Background: an optimization exercise with open tools, aiming at small area and a short achievable clock period. Do not read the settings as production practice. In this exercise RTL edits were held to simulation tests only and were not proved equivalent to the original. Power figures rest on the tool's default switching activity, not on a simulated workload.

== v6 ==
Design fp_multiplier, start of the top module:
module fp_multiplier(input [31:0] a, input [31:0] b, output [31:0] out, input clk,
	input rst, input in_valid, output out_valid);
Size: roughly 2100 cells after synthesis, about 360 flip-flops, ~22000 um2 of cells after synthesis.
make LEC_CHECK=0 ABC_CLOCK_PERIOD_IN_PS=3500 CAP_MARGIN=20 CORE_MARGIN=2 CORE_UTILIZATION=40 CTS_BUF_LIST=sky130_fd_sc_hd__clkbuf_8 CTS_CLUSTER_DIAMETER=100 CTS_CLUSTER_SIZE=16 SLEW_MARGIN=20 finish   # period 2.5 ns
run.sh (not shown) runs the stock make flow with config.mk's settings and CLKGATE_MAP_FILE= SYNTH_SCRIPT=/design/flow/synth_recipe.tcl, a recipe that flattens the netlist after the stock synthesis.
Setup changes, v6 to v7
--- a/flow/config.mk
+++ b/flow/config.mk
@@ -7,3 +7,2 @@
 export LEC_CHECK = 0
-export ABC_CLOCK_PERIOD_IN_PS = 3500
 export CAP_MARGIN = 20
==> run notes <==
- In summary, v7 completed successfully, with a layout that passed the timing, DRC and antenna checks.
- Re setup violation total in the final timing report: no difference whatsoever between v6 and v7.
- Number of instances in the synthesized netlist: v7 vs v6 identical
- Vias after detailed routing came out exactly the same in v6 and v7.
- The met1 track demand over resource of v7 and that of v6 are within noise of each other.
- Changes observed in v7 relative to v6: non-filler instance count after layout did not really move, final period utilization shows no meaningful change, utilization of the core after routing was more or less identical, worst hold slack comparable, overall fraction of global-route tracks in use stayed essentially flat.
- Post-synthesis adder-cell area fraction: v6 vs v7 identical


## try-tundra
Another version of the RTL of fp_multiplier (not shown whole).
Size: about 2000 cells after synthesis, ~360 flip-flops, about 22000 um2 of cells after synthesis.
==> flow/config.mk <==
export PLATFORM = sky130hd
export DESIGN_NAME = fp_multiplier
export DESIGN_NICKNAME = fp_multiplier
export VERILOG_FILES = /design/flow/design.v
export SDC_FILE = /design/flow/constraint.sdc
export NUM_CORES = 4
export LEC_CHECK = 0
export CAP_MARGIN = 20
export CORE_MARGIN = 2
export CORE_UTILIZATION = 40
export CTS_BUF_LIST = sky130_fd_sc_hd__clkbuf_8
export CTS_CLUSTER_DIAMETER = 100
export CTS_CLUSTER_SIZE = 16
export SETUP_SLACK_MARGIN = 0.2
export SLEW_MARGIN = 20
export SYNTH_HIERARCHICAL = 1
==> flow/constraint.sdc <==
create_clock -name core_clock -period 2.5 [get_ports {clk}]
set_input_delay 0.5000 -clock core_clock [delete_from_list [all_inputs] [get_ports {clk}]]
set_output_delay 0.5000 -clock core_clock [all_outputs]
set_load 0.01 [all_outputs]
#### Input delta (try-quartz over try-tundra)
-- flow/config.mk --
<<< try-tundra, line 13
export CTS_CLUSTER_SIZE = 16
export SETUP_SLACK_MARGIN = 0.2
export SLEW_MARGIN = 20
>>> try-quartz, line 13
export CTS_CLUSTER_SIZE = 16
export SLEW_MARGIN = 20
Notes after the runs:
- Result: PASS for each of try-quartz and try-tundra
- try-quartz — critical path depth 1 lower, try-tundra as reference
- try-quartz against try-tundra: die area comparable; number of clock buffers in the layout now smaller; non-clock buffer count now smaller.
- Delta (try-quartz minus try-tundra): internal power saw a decrease, utilization saw a decrease, overall routed net length saw a decrease.
--- input diff try-quartz..try-willow ---
-- flow/config.mk --
<<< try-quartz, line 10
export CORE_UTILIZATION = 40
export CTS_BUF_LIST = sky130_fd_sc_hd__clkbuf_8
export CTS_CLUSTER_DIAMETER = 100
>>> try-willow, line 10
export CORE_UTILIZATION = 40
export CTS_BUF_LIST = sky130_fd_sc_hd__clkbuf_4 sky130_fd_sc_hd__clkbuf_8
export CTS_CLUSTER_DIAMETER = 100
## What came out
- For sequential power, try-willow and try-quartz come out practically identical.
- On area of the placeable core, try-quartz tracks try-willow almost exactly.
- Post-layout instance area delta (try-quartz -> try-willow): insignificant
- There was hardly any difference in total negative setup slack between try-willow and try-quartz.
- try-willow vs. try-quartz: met1 global-route usage barely changed, number of nets at the end of the flow ~0 delta, met2 track utilization from global routing did not really move, post-synthesis register bit count flat.
- Compared try-quartz against try-willow; average cell area after synthesis within noise.
- Number of vias after detailed routing came out exactly the same in try-quartz and try-willow.
- Number of standard cells after synthesis: try-quartz vs try-willow identical
Edits applied to the flow inputs when going from try-willow to try-xenon:
-- flow/config.mk --
<<< try-willow, line 10
export CORE_UTILIZATION = 40
export CTS_BUF_LIST = sky130_fd_sc_hd__clkbuf_4 sky130_fd_sc_hd__clkbuf_8
export CTS_CLUSTER_DIAMETER = 100
export CTS_CLUSTER_SIZE = 16
export SLEW_MARGIN = 20
>>> try-xenon, line 10
export CORE_UTILIZATION = 40
export CTS_BUF_LIST = sky130_fd_sc_hd__clkbuf_8
export CTS_CLUSTER_DIAMETER = 100
export CTS_CLUSTER_SIZE = 16
export GPL_TIMING_DRIVEN = 0
export SLEW_MARGIN = 20
## What came out
try-xenon and try-willow: one clean run, try-willow; the rest did not finish clean.
[try-xenon] flow finished | final checks: failed | reasons: setup timing
Side by side, switching power share of the total turned out higher in try-xenon than in try-willow.
try-xenon: met1 usage in global routing 8.1 points above try-willow
Aggregate routed wire length (try-willow / try-xenon): 0.77
Across both runs, via count of the first global-routing pass was higher for try-xenon than for try-willow.
try-xenon vs try-willow, worst-path cell with the longest stage delay: sky130_fd_sc_hd__fa_1 vs sky130_fd_sc_hd__dfxtp_1
Sort try-xenon and try-willow by count of inserted antenna diode cells, ascending, and try-willow comes first.
try-xenon ended up with n800_r2$_DFF_P_ as its capture point of the worst path; try-willow ended up with n844_r2$_DFF_P_.
Number of iterations in the first detailed-routing pass: try-xenon < try-willow
try-xenon vs try-willow on internal power component: try-xenon is the higher one.
Global-route wire length before repair (higher): try-xenon


== lagoon ==
Another version of the RTL of fp_multiplier (not shown whole).
Size in the first run: roughly 2000 cells after synthesis, ~360 flip-flops, about 100 I/O pins, ~21000 µm² of cells after synthesis.
==> flow/config.mk <==
export PLATFORM = sky130hd
export DESIGN_NAME = fp_multiplier
export DESIGN_NICKNAME = fp_multiplier
export VERILOG_FILES = /design/flow/design.v
export SDC_FILE = /design/flow/constraint.sdc
export NUM_CORES = 4
export LEC_CHECK = 0
export CAP_MARGIN = 20
export CORE_MARGIN = 2
export CORE_UTILIZATION = 40
export CTS_BUF_LIST = sky130_fd_sc_hd__clkbuf_8
export CTS_CLUSTER_DIAMETER = 100
export CTS_CLUSTER_SIZE = 16
export SETUP_SLACK_MARGIN = 0.15
export SLEW_MARGIN = 20
export SYNTH_HIERARCHICAL = 1
==> flow/constraint.sdc <==
create_clock -name core_clock -period 2.5 [get_ports {clk}]
set_input_delay 0.5000 -clock core_clock [delete_from_list [all_inputs] [get_ports {clk}]]
set_output_delay 0.5000 -clock core_clock [all_outputs]
set_load 0.01 [all_outputs]
lagoon ended with every stage complete and zero timing, DRC or antenna violations.
#### Input delta (maple over lagoon)
# lagoon
export LEC_CHECK = 0
export CAP_MARGIN = 20
export CORE_MARGIN = 2
export CORE_UTILIZATION = 40
export CTS_BUF_LIST = sky130_fd_sc_hd__clkbuf_8
export CTS_CLUSTER_DIAMETER = 100
export CTS_CLUSTER_SIZE = 16
export SETUP_SLACK_MARGIN = 0.15
export SLEW_MARGIN = 20
export SYNTH_HIERARCHICAL = 1
create_clock -name core_clock -period 2.5 [get_ports {clk}]
# maple
export LEC_CHECK = 0
export CAP_MARGIN = 20
export CORE_MARGIN = 2
export CORE_UTILIZATION = 40
export CTS_BUF_LIST = sky130_fd_sc_hd__clkbuf_8
export CTS_CLUSTER_DIAMETER = 100
export CTS_CLUSTER_SIZE = 16
export SETUP_SLACK_MARGIN = 0.1
export SLEW_MARGIN = 20
export SYNTH_HIERARCHICAL = 1
create_clock -name core_clock -period 2.5 [get_ports {clk}]
==> run notes <==
Where routed via count is concerned, lagoon is outperformed by maple.
lagoon → maple: post-cts gate resize count down about 40%, layout-stage area growth over the synthesis result down 2.9 points.
#### Input delta (zinc over maple)
# maple
export LEC_CHECK = 0
export CAP_MARGIN = 20
export CORE_MARGIN = 2
export CORE_UTILIZATION = 40
export CTS_BUF_LIST = sky130_fd_sc_hd__clkbuf_8
export CTS_CLUSTER_DIAMETER = 100
export CTS_CLUSTER_SIZE = 16
export SETUP_SLACK_MARGIN = 0.1
export SLEW_MARGIN = 20
export SYNTH_HIERARCHICAL = 1
create_clock -name core_clock -period 2.5 [get_ports {clk}]
# zinc
export LEC_CHECK = 0
export CAP_MARGIN = 20
export CORE_MARGIN = 2
export CORE_UTILIZATION = 40
export CTS_BUF_LIST = sky130_fd_sc_hd__clkbuf_8
export CTS_CLUSTER_DIAMETER = 100
export CTS_CLUSTER_SIZE = 16
export SETUP_SLACK_MARGIN = 0.075
export SLEW_MARGIN = 20
export SYNTH_HIERARCHICAL = 1
create_clock -name core_clock -period 2.5 [get_ports {clk}]
### Flow results
zinc -> maple: switching power summed over all nets flat
Delta (zinc minus maple): least setup slack across all paths after layout now smaller; signal arrival time at the worst endpoint went up 120 ps; net total in the final layout now sits at about the same level; first-pass iteration count of the detailed router climbed 1; ratio of routed vias to standard cells about even.
maple and zinc ended up with roughly the same TritonCTS sink count.
Of zinc and maple, it is zinc that has the lower non-clock buffer contribution to total cell area.
Against maple, cell area in zinc fell slightly.
For zinc, the end point of the critical path was n828_r2$_DFF_P_, unlike maple, where it was n756_r2$_DFF_P_.
Non-clock buffer count for zinc is lower than for maple.


fp_multiplier again, from the RTL that the note above started with.
Settings: LEC_CHECK=0, CAP_MARGIN=20, CORE_MARGIN=2, CORE_UTILIZATION=40, CTS_BUF_LIST=sky130_fd_sc_hd__clkbuf_8, CTS_CLUSTER_DIAMETER=100, CTS_CLUSTER_SIZE=16, SETUP_SLACK_MARGIN=0.05, SLEW_MARGIN=20, SYNTH_HIERARCHICAL=1; clock period 2.5 ns.
==> next run, changes <==
- SETUP_SLACK_MARGIN: 0.05 -> not set
This time the run produced a layout that fails on setup timing.
Final area falls by 0.50%.
Clock-buffer cell count falls by 1.
Worst setup slack degrades by 0.17 ns.
Core utilization falls by 0.23 points.
Routed wire length rises by 2.0%.
Sequential power barely changes.
Register-to-register slack degrades by 0.03 ns.
Worst hold slack barely changes.
Critical path depth falls by 3.
Clock power barely changes.
Non-clock buffer count falls by 1.


Setup of rev 12:
fp_multiplier with an RTL version that a note above also has.
Size: roughly 2,000 cells after synthesis, ~360 flip-flops, about 100 I/O pins, roughly 22,000 sq um of cells after synthesis.
Settings: LEC_CHECK=0, CAP_MARGIN=20, CORE_MARGIN=2, CORE_UTILIZATION=40, CTS_BUF_LIST=sky130_fd_sc_hd__clkbuf_8, CTS_CLUSTER_DIAMETER=100, CTS_CLUSTER_SIZE=16, SETUP_SLACK_MARGIN=0.4, SLEW_MARGIN=20, SYNTH_HIERARCHICAL=1; clock period 2.5 ns.
Rev 12 reached the end of the flow, and the finished layout is clean on the timing, DRC and antenna checks.
Setup changes, rev 12 to rev 13
Settings: changing SETUP_SLACK_MARGIN from 0.4 to 0.05.
[summary]
- In rev 13, synthesis-to-finish area growth is lower than in rev 12.
- Number of buffers inserted by port buffering essentially unchanged between rev 13 and rev 12.
- On rev 13: slack of the worst reg-to-reg path is 30 ps lower than what rev 12 gave.
- Final worst setup slack was lower in rev 12 than in rev 13.
- Measured against each other, rev 13 and rev 12 differ in part of the total power dissipated in combinational logic, the lower figure coming from rev 13.
- Of rev 13 and rev 12, it is rev 13 that has the lower total power.
- Storage element area came out lower on rev 13 than on rev 12.

[what the ideal ports hide]
No port has a modelled driver above. Below, the same layouts with a new extraction and two added sets of constraints.
Step 1 sets driving cells, clkbuf_16 on the clock port and buf_2 on the other inputs (assumed; they add their load-dependent delay and slew).
Step 2 moves the port delays by t, midway between the first and last clock arrival at a register: inputs arrive t later, outputs are due t later. That takes back most of the time a late clock gives input paths.
a / b / c = ideal ports / drivers / drivers and shift; a / b = the first two.
run	t (ns)	setup WS [ns]	worst data-port slew with drivers (ns)
v6	0.704	0.053 / 0.042 / -0.587	0.06
v7	0.704	0.053 / 0.042 / -0.587	0.06
try-tundra	0.662	0.119 / 0.078 / -0.398	0.05
try-quartz	0.677	0.058 / 0.029 / -0.548	0.04
try-willow	0.677	0.058 / 0.029 / -0.548	0.04
try-xenon	0.692	-0.039 / -0.039 / -0.554	0.04
lagoon	0.708	0.127 / 0.127 / -0.455	0.06
maple	0.685	0.140 / 0.104 / -0.470	0.06
zinc	0.710	0.090 / 0.090 / -0.466	0.06
the first run of note 4	0.702	0.100 / 0.079 / -0.517	0.05
the second run of note 4	0.692	-0.067 / -0.121 / -0.519	0.05
rev 12	0.665	0.036 / -0.019 / -0.245	0.06
rev 13	0.680	0.056 / 0.056 / -0.567	0.05
With both steps, setup timing fails in 11 of these runs, where it was met with ideal ports.
